This is an optimization exercise on Yosys and OpenROAD, whose aim is small area, not a production implementation. The RTL was checked by simulation tests, not by an equivalence proof against the original design. No activity file was given, so power comes from the tool's default toggle rates.

==> flow/design.v <==
`timescale 1ns / 1ps
module VGA(clock,sys_rst,switch,disp_RGB,hsync,vsync,up,down,left,right,middle,rst ,QC_OUT,QA_OUT);
input clock;     
input sys_rst;   
input[1:0]switch;
input rst;
output [7:0] QC_OUT;
output [3:0] QA_OUT;
input up,down,left,right,middle;
output[11:0]disp_RGB; 
output hsync; 
output vsync; 
reg [11:0] hc;
reg [9:0]  vcount;
wire [9:0] hcount = hc[11:2];
wire vga_en = hc[1] & hc[0];
wire h_end  = hc[11] & hc[10] & (&hc[6:0]);       
wire v_end  = vcount[9] & vcount[3] & vcount[2];  
always @(posedge clock)
    if (sys_rst)    hc <= 12'd2;
    else if (h_end) hc <= 12'd0;
    else            hc <= hc + 12'd1;
always @(posedge clock)
    if (sys_rst)    vcount <= 10'd0;
    else if (h_end) vcount <= v_end ? 10'd0 : vcount + 10'd1;
wire dat_act = (hcount >= 10'd143) && (hcount < 10'd783) &&
               (vcount >= 10'd34)  && (vcount < 10'd514);
assign hsync = (hcount > 10'd95);
assign vsync = (vcount > 10'd1);
reg [16:0] l1s;
wire en_1s = ((l1s ^ 17'd74882) & 17'b11110111101111111) == 17'd0;
always @(posedge clock)
    if (sys_rst)    l1s <= 17'd111694;
    else if (en_1s) l1s <= 17'd0;
    else            l1s <= {l1s[15:0], ~(l1s[16] ^ l1s[14])};
reg [13:0] l50;
wire en_50ms = ((l50 ^ 14'd5439) & 14'b11011110111111) == 14'd0;
always @(posedge clock)
    if (sys_rst)      l50 <= 14'd1873;
    else if (en_50ms) l50 <= 14'd0;
    else              l50 <= {l50[12:0], ~(l50[13] ^ l50[0])};
reg [8:0] l96;
wire pre_96 = ((l96 ^ 9'd369) & 9'b110111110) == 9'd0;
reg en_96hz;
always @(posedge clock)
    if (sys_rst)     l96 <= 9'd296;
    else if (pre_96) l96 <= 9'd0;
    else             l96 <= {l96[7:0], ~(l96[8] ^ l96[3])};
always @(posedge clock)
    if (sys_rst) en_96hz <= 1'b0;
    else         en_96hz <= pre_96;
reg [4:0] idx;
reg [2:0] weizhi;
always @* begin
    case(idx)
    5'd0:  weizhi=0;
    5'd1:  weizhi=4;
    5'd2:  weizhi=2;
    5'd3:  weizhi=1;
    5'd4:  weizhi=3;
    5'd5:  weizhi=0;
    5'd6:  weizhi=4;
    5'd7:  weizhi=1;
    5'd8:  weizhi=2;
    5'd9:  weizhi=4;
    5'd10: weizhi=0;
    5'd11: weizhi=2;
    5'd12: weizhi=1;
    5'd13: weizhi=3;
    5'd14: weizhi=1;
    5'd15: weizhi=0;
    5'd16: weizhi=3;
    5'd17: weizhi=2;
    5'd18: weizhi=1;
    5'd19: weizhi=4;
    default: weizhi=0;
    endcase
end
reg [1:0] s_t;  reg [3:0] s_u;
reg [1:0] c_t;  reg [3:0] c_u;
reg flag, flag_kaishi, flag_jieshu;
wire s_is30 = s_t[1] & s_t[0] & (s_u == 4'd0);
wire c_is0  = (c_t == 2'd0) & (c_u == 4'd0);
always @(posedge clock)
    if (sys_rst) begin
        idx <= 5'd31;
        s_t <= 2'd0; s_u <= 4'd0;
    end
    else if (en_1s) begin
        idx <= (idx == 5'd19) ? 5'd0 : idx + 5'd1;
        if (rst || s_is30) begin
            s_t <= 2'd0; s_u <= 4'd0;
        end
        else if (flag) begin
            if (s_u == 4'd9) begin
                s_u <= 4'd0; s_t <= s_t + 2'd1;
            end
            else s_u <= s_u + 4'd1;
        end
    end
always @(posedge clock)
    if (sys_rst || rst) begin
        c_t <= 2'd3; c_u <= 4'd0;
    end
    else if (en_1s && flag_kaishi && !c_is0) begin
        if (c_u == 4'd0) begin
            c_u <= 4'd9; c_t <= c_t - 2'd1;
        end
        else c_u <= c_u - 4'd1;
    end
reg [2:0] pos;
always @(posedge clock)
    if (sys_rst) begin
        pos <= 3'd5;
        flag <= 1'b0;
    end
    else if (en_50ms) begin
        pos <= weizhi;
        case (weizhi)
        3'd0: flag <= up;
        3'd1: flag <= left;
        3'd2: flag <= middle;
        3'd3: flag <= right;
        default: flag <= down;
        endcase
    end
wire hr0 = (hcount >= 10'd270) && (hcount <= 10'd330);
wire hr1 = (hcount >= 10'd390) && (hcount <= 10'd450);
wire hr2 = (hcount >= 10'd510) && (hcount <= 10'd570);
wire vr0 = (vcount >= 10'd120) && (vcount <= 10'd180);
wire vr1 = (vcount >= 10'd240) && (vcount <= 10'd300);
wire vr2 = (vcount >= 10'd360) && (vcount <= 10'd420);
reg inblock;
always @* begin
    case (pos)
    3'd0: inblock = hr1 & vr0;    
    3'd1: inblock = hr0 & vr1;    
    3'd2: inblock = hr1 & vr1;    
    3'd3: inblock = hr2 & vr1;    
    3'd4: inblock = hr1 & vr2;    
    default: inblock = hr0 & vr0;
    endcase
end
reg xa, xb;        
always @(posedge clock) begin
    xa <= ~inblock | flag;
    xb <= ~inblock | ~flag;
end
wire v_dat = (hcount >= 10'd222) && (hcount <= 10'd620) &&
             (hcount != 10'd241) && (hcount != 10'd361) &&
             (hcount != 10'd481) && (hcount != 10'd601);
reg h_dat;
always @(posedge clock)
    if (vga_en)
        h_dat <= (vcount > 10'd70) && (vcount < 10'd470) &&
                 (vcount != 10'd90) && (vcount != 10'd210) &&
                 (vcount != 10'd330) && (vcount != 10'd450);
wire hv = h_dat & v_dat;
wire go = flag_kaishi | up | down | left | right | middle;
reg d1a, d1b;      
always @(posedge clock)
    if (sys_rst) begin
        d1a <= 1'b0; d1b <= 1'b0;
        flag_kaishi <= 1'b0;
        flag_jieshu <= 1'b0;
    end
    else begin
        if (rst) begin
            d1a <= hv; d1b <= hv;
        end
        else if (go && !flag_jieshu) begin
            d1a <= hv & xa; d1b <= hv & xb;
        end
        flag_kaishi <= (!rst && (up || flag_kaishi)) || down || left || right || middle;
        flag_jieshu <= c_is0 || (!rst && flag_jieshu);
    end
reg da, db, ds;    
always @(posedge clock) begin
    da <= d1a; db <= d1b;
    ds <= switch[1] & switch[0];
end
wire pr = dat_act & ~ds & da;
wire pg = dat_act & ~ds & db;
wire pb = dat_act & ~ds & da & db;
assign disp_RGB = {pr, pr | (dat_act & ds), pr | (dat_act & ds), pr,
                   pg, pg | (dat_act & ds), pg, pg | (dat_act & ds),
                   pb, pb, pb | (dat_act & ds), pb};
reg [3:0] qa;
assign QA_OUT = qa;
always @(posedge clock)
    if (sys_rst) qa <= 4'b0000;
    else if (en_96hz) qa <= {qa[2:0], qa[3] | (qa == 4'b0000)};
reg [3:0] q;
always @(posedge clock)
    if (sys_rst) q <= 4'd0;
    else if (pre_96)
        case (1'b1)
        qa[0]: q <= {2'b00, s_t};
        qa[1]: q <= c_u;
        qa[2]: q <= {2'b00, c_t};
        qa[3]: q <= s_u;
        default: ;
        endcase
reg [3:0] qd;
always @(posedge clock)
    if (sys_rst) qd <= 4'd15;
    else if (vga_en) qd <= q;
reg [6:0] seg;
always @* begin
    case (qd)
    4'd0: seg = 7'b1111110;
    4'd1: seg = 7'b0110000;
    4'd2: seg = 7'b1101101;
    4'd3: seg = 7'b1111001;
    4'd4: seg = 7'b0110011;
    4'd5: seg = 7'b1011011;
    4'd6: seg = 7'b1011111;
    4'd7: seg = 7'b1110000;
    4'd8: seg = 7'b1111111;
    4'd9: seg = 7'b1111011;
    default: seg = 7'b0000000;
    endcase
end
assign QC_OUT = {seg, 1'b0};
endmodule
==> flow/run.sh <==
#!/bin/bash
# synth_recipe.tcl (not shown) runs the flow's synth.tcl, then flattens the netlist and writes it again
# the make line also repeats each setting of config.mk as NAME=value (left out here)
make -C /OpenROAD-flow-scripts/flow DESIGN_CONFIG=/design/flow/config.mk WORK_HOME=/design/flow/orfs CLKGATE_MAP_FILE= SYNTH_SCRIPT=/design/flow/synth_recipe.tcl finish
==> flow/config.mk <==
export PLATFORM = sky130hd
export DESIGN_NAME = VGA
export DESIGN_NICKNAME = VGA
export VERILOG_FILES = /design/flow/design.v
export SDC_FILE = /design/flow/constraint.sdc
export NUM_CORES = 4
export LEC_CHECK = 0
export CAP_MARGIN = 20
export CORE_MARGIN = 2
export CORE_UTILIZATION = 40
export SLEW_MARGIN = 20
==> flow/constraint.sdc <==
create_clock -name core_clock -period 10.0 [get_ports {clock}]
set_input_delay 2.0000 -clock core_clock [delete_from_list [all_inputs] [get_ports {clock}]]
set_output_delay 2.0000 -clock core_clock [all_outputs]
set_load 0.01 [all_outputs]
==> run summary <==
==> final cells by class <==
type                            instances  area, um^2  area share, %
Timing Repair Buffer                   36         350           5.39
Tap cell                              176         220           3.39
Inverter                               21        78.8           1.21
Sequential cell                       116        2330           35.9
Multi-Input combinational cell        450        2900           44.6
Clock buffer                           17         425           6.55
Clock inverter                         15         194           2.98
==> Yosys cell counts, types with 9 or more instances <==
library cell / instances
xor2_1: 14
clkbuf_1: 28
or2_2: 17
ha_1: 22
nor2b_1: 18
a21oi_1: 27
or3_1: 9
o21ai_0: 24
nor3_1: 10
dfxtp_1: 115
nand3_1: 19
buf_4: 11
nor2_1: 79
inv_1: 20
xnor2_1: 10
mux2i_1: 18
nand2_1: 48
and3_1: 21
==> power by group <==
group          switching [mW]  internal, mW
clock                   0.237         0.399
combinational          0.0281        0.0241
sequential            0.00948         0.480
total                   0.275         0.904
==> final timing paths <==
kind          start           to  slack (ps)  cells after the start
min reg2reg     d1a           da         370                      0
max reg2reg  l1s[6]    weizhi[0]        7040                      8
max           hc[6]  disp_RGB[3]        5210                      7
min             d1a           da         370                      0
==> cell families (layout without fill, tap and decap cells) <==
kind of cell | count (synthesis) | after routing
AOI/OAI and AO/OA | 111 | 111
xor gates and xnor gates | 24 | 24
adders and majority gates | 22 | 22
buffers and inverters | 70 | 89
DFF | 116 | 116
muxes | 22 | 22
other | 1 | 1
and+or+nand+nor | 270 | 270
==> flip-flops by register name (all words and copies together) (netlist names), 4 cells and up <==
name	cells
qd	4
idx	5
qa	4
q	4
l1s	17
l50	14
vcount	10
l96	9
s_u	4
seg	7
c_u	4
hc	12
==> metrics by stage <==
stage | hold WS (ps) | instance area (um^2)
after floorplan | 331 | 5540
after global placement | 370 | 5870
after detailed placement | 359 | 5870
after CTS | 369 | 6490
after global routing | 377 | 6500
final | 372 | 6500
==> worst max-delay path, cell delays in order (launching register included) <==
cell	delay, ps
dfxtp_1	620
nor2_1	150
nand3b_1	150
nand2_1	70
a2bb2oi_1	180
o211ai_1	220
nor3_1	380
clkdlybuf4s50_1	610
==> layer usage <==
metal	vias up	routed length [um]	global-route usage [%]
met5	-	0	0
met4	0	176	6.97
met3	19	427	4.31
met2	95	5660	27.7
met1	2069	5600	21.1
li1	2226	-	-
==> metrics.md <==
| Metric | Value |
|---|---|
| Post-CTS sizing | `0` |
| CP Class | `reg2out` |
| Crit. End Element | `output port` |
| Register area share after synthesis | `42.1%` |
| Final core area utilization | `about 48%` |
| Commonest non-fill, non-tap cell in the layout | `dfxtp_1` |
| HP Class | `reg2reg` |
| Total Power | `1.18 mW` |
| Fin cells | `831` |
| Slew Limit Fails | `0` |
| Clock Pin Slew Worst Setup and Hold Paths | `60 ps` |
| Worst Path Required | `8000 ps` |
| Proportion of layout cells with a drive suffix above 1 | `10.2%` |
| Drt drc | `0` |
| HPWL Detailed | `8090 um` |
| RePlAce Congestion | `between 0.9 and 1` |
| Clock insertion delay at the later pin of the skew report | `a little over 400 ps` |
| Post-route ant nets | `0` |
| Final Cycle Share | `between 40% and 50%` |
| CTS max path bufs | `2` |
| Wire per inst | `14.3 um` |
| CP startpoint kind | `register` |
| Setup TNS | `0 ps` |
| Die Wd | `122 um` |
| Htree depth | `4` |
| Die height | `around 120 um` |
| Root Buffer | `clkbuf_16` |
| Slew HR | `between 40 and 50%` |
| # hold bufs at CTS | `0` |
| Area leader, netlist | `dfxtp_1` |
| Mux share of post-synthesis cell area | `4.27%` |
| Largest family of logic cells by synthesized area | `simple AND/OR/NAND/NOR gates` |
| Final wirelength | `roughly 12000 um` |
| Actual slew at the worst max-slew pin | `795 ps` |
| XOR/XNOR Fraction of Synth Area | `roughly 3.8%` |
| IO Port Bufs | `34` |
| EDFF count, synth | `1` |
| Syn_area_per_cell | `8.71 um^2` |
| Yosys top cell area share | `41.6%` |
| Pre-CTS WS | `5590 ps` |
| Most frequent cells in the layout | `dfxtp_1 (115), nor2_1 (79), nand2_1 (48), clkdlybuf4s50_1 (33), a21oi_1 (27)` |
| ANT cells | `0` |
| Post-Synth Adder-Cell Area | `just under 5%` |
| Commonest register cell after synthesis | `dfxtp_1` |
| Area growth, synth to finish | `17.3%` |
| Crit path time final | `about 4800 ps` |
| # rows | `42` |
| Leakage Power | `about 2.5 nW` |
| Sink Count | `116` |
| Core Area | `0.0134 mm^2` |
| Pwr/cell area | `181 mW/mm^2` |
| Synth Cell Area | `0.00554 mm^2` |
| Pre-Repair DR Iteration Count | `4` |
| Clk_skew | `~5.7 ps` |
| Final setup violation count | `0` |
| Grt total ovfl | `0` |
| Synth async-reset ratio | `0%` |
| RSZ-0062 raised after global routing | `false` |
| Setup bufs post-CTS | `0` |
| Vias | `4409` |
| Synth top area cells | `dfxtp_1 (42%), nor2_1 (5.4%), ha_1 (5.0%)` |
| CTS tree | `built` |
| Die Area | `between 0.01 and 0.015 mm^2` |
| Post-synthesis compound-gate area fraction | `13.8%` |
| 1st-iter DRT viols | `401` |
| Largest net degree at the start of global routing | `60` |
| CTS Buf Count | `17` |
| Max Cap Violations | `0` |
| # fillers | `1298` |
| Final WS setup | `5210 ps` |
| Unique cell type count in the Yosys netlist | `67` |
| CP Max Fanout | `15` |
| Global-route wire length before repair | `20000 um` |
| CP Data Arrival Time | `2790 ps` |
| Hold violation count in the final report | `0` |
| Maximum vdd drop | `0.000116 V` |
| Vias in the first global route | `approximately 4200` |
| Warnings, synthesis | `1` |
| Initial antenna violation count | `0` |
| Post-synthesis net count | `668` |
| Simple-Gate Fraction of Synth Area | `25.3%` |
| Initial Util | `41.3%` |
| Placed Cells | `799` |
| Num ports | `36` |
| Seq cells post-synth | `116` |
| Outcome | `finished clean` |
| Nets | `674` |
| Overall Global Routing Usage | `16.9%` |
| Vias per cell | `5.31` |
| Fmax | `0.209 GHz` |
| Post-Syn Instances | `636` |

[afterwards: timing with drivers on the ports]
The flow's constraints put no driver on any port. The routed layout listed below was extracted and timed again, unchanged, in two steps. Step 1 (the two cells are an assumption about what drives the block):
set clk [get_ports {clock}]
set_driving_cell -lib_cell sky130_fd_sc_hd__clkbuf_16 $clk
set_driving_cell -lib_cell sky130_fd_sc_hd__buf_2 [delete_from_list [all_inputs] $clk]
Step 2 moves the port delays by t, midway between the first and last clock arrival at a register: inputs arrive t later, outputs are due t later. That takes back most of the time a late clock gives input paths. Three values: ideal ports, drivers, drivers and shift; two values: the first two.
t (ns): 0.446
slack for setup (ns): 5.211 / 5.174 / 5.571
worst setup path at the end: input to register
clock arrival spread, ns: 0.006 / 0.007
cell pins on the clock port's net: 1
After both steps this run still meets setup and hold. The setup slack of this run moves by -0.037 ns with the drivers and by +0.360 ns with both steps.
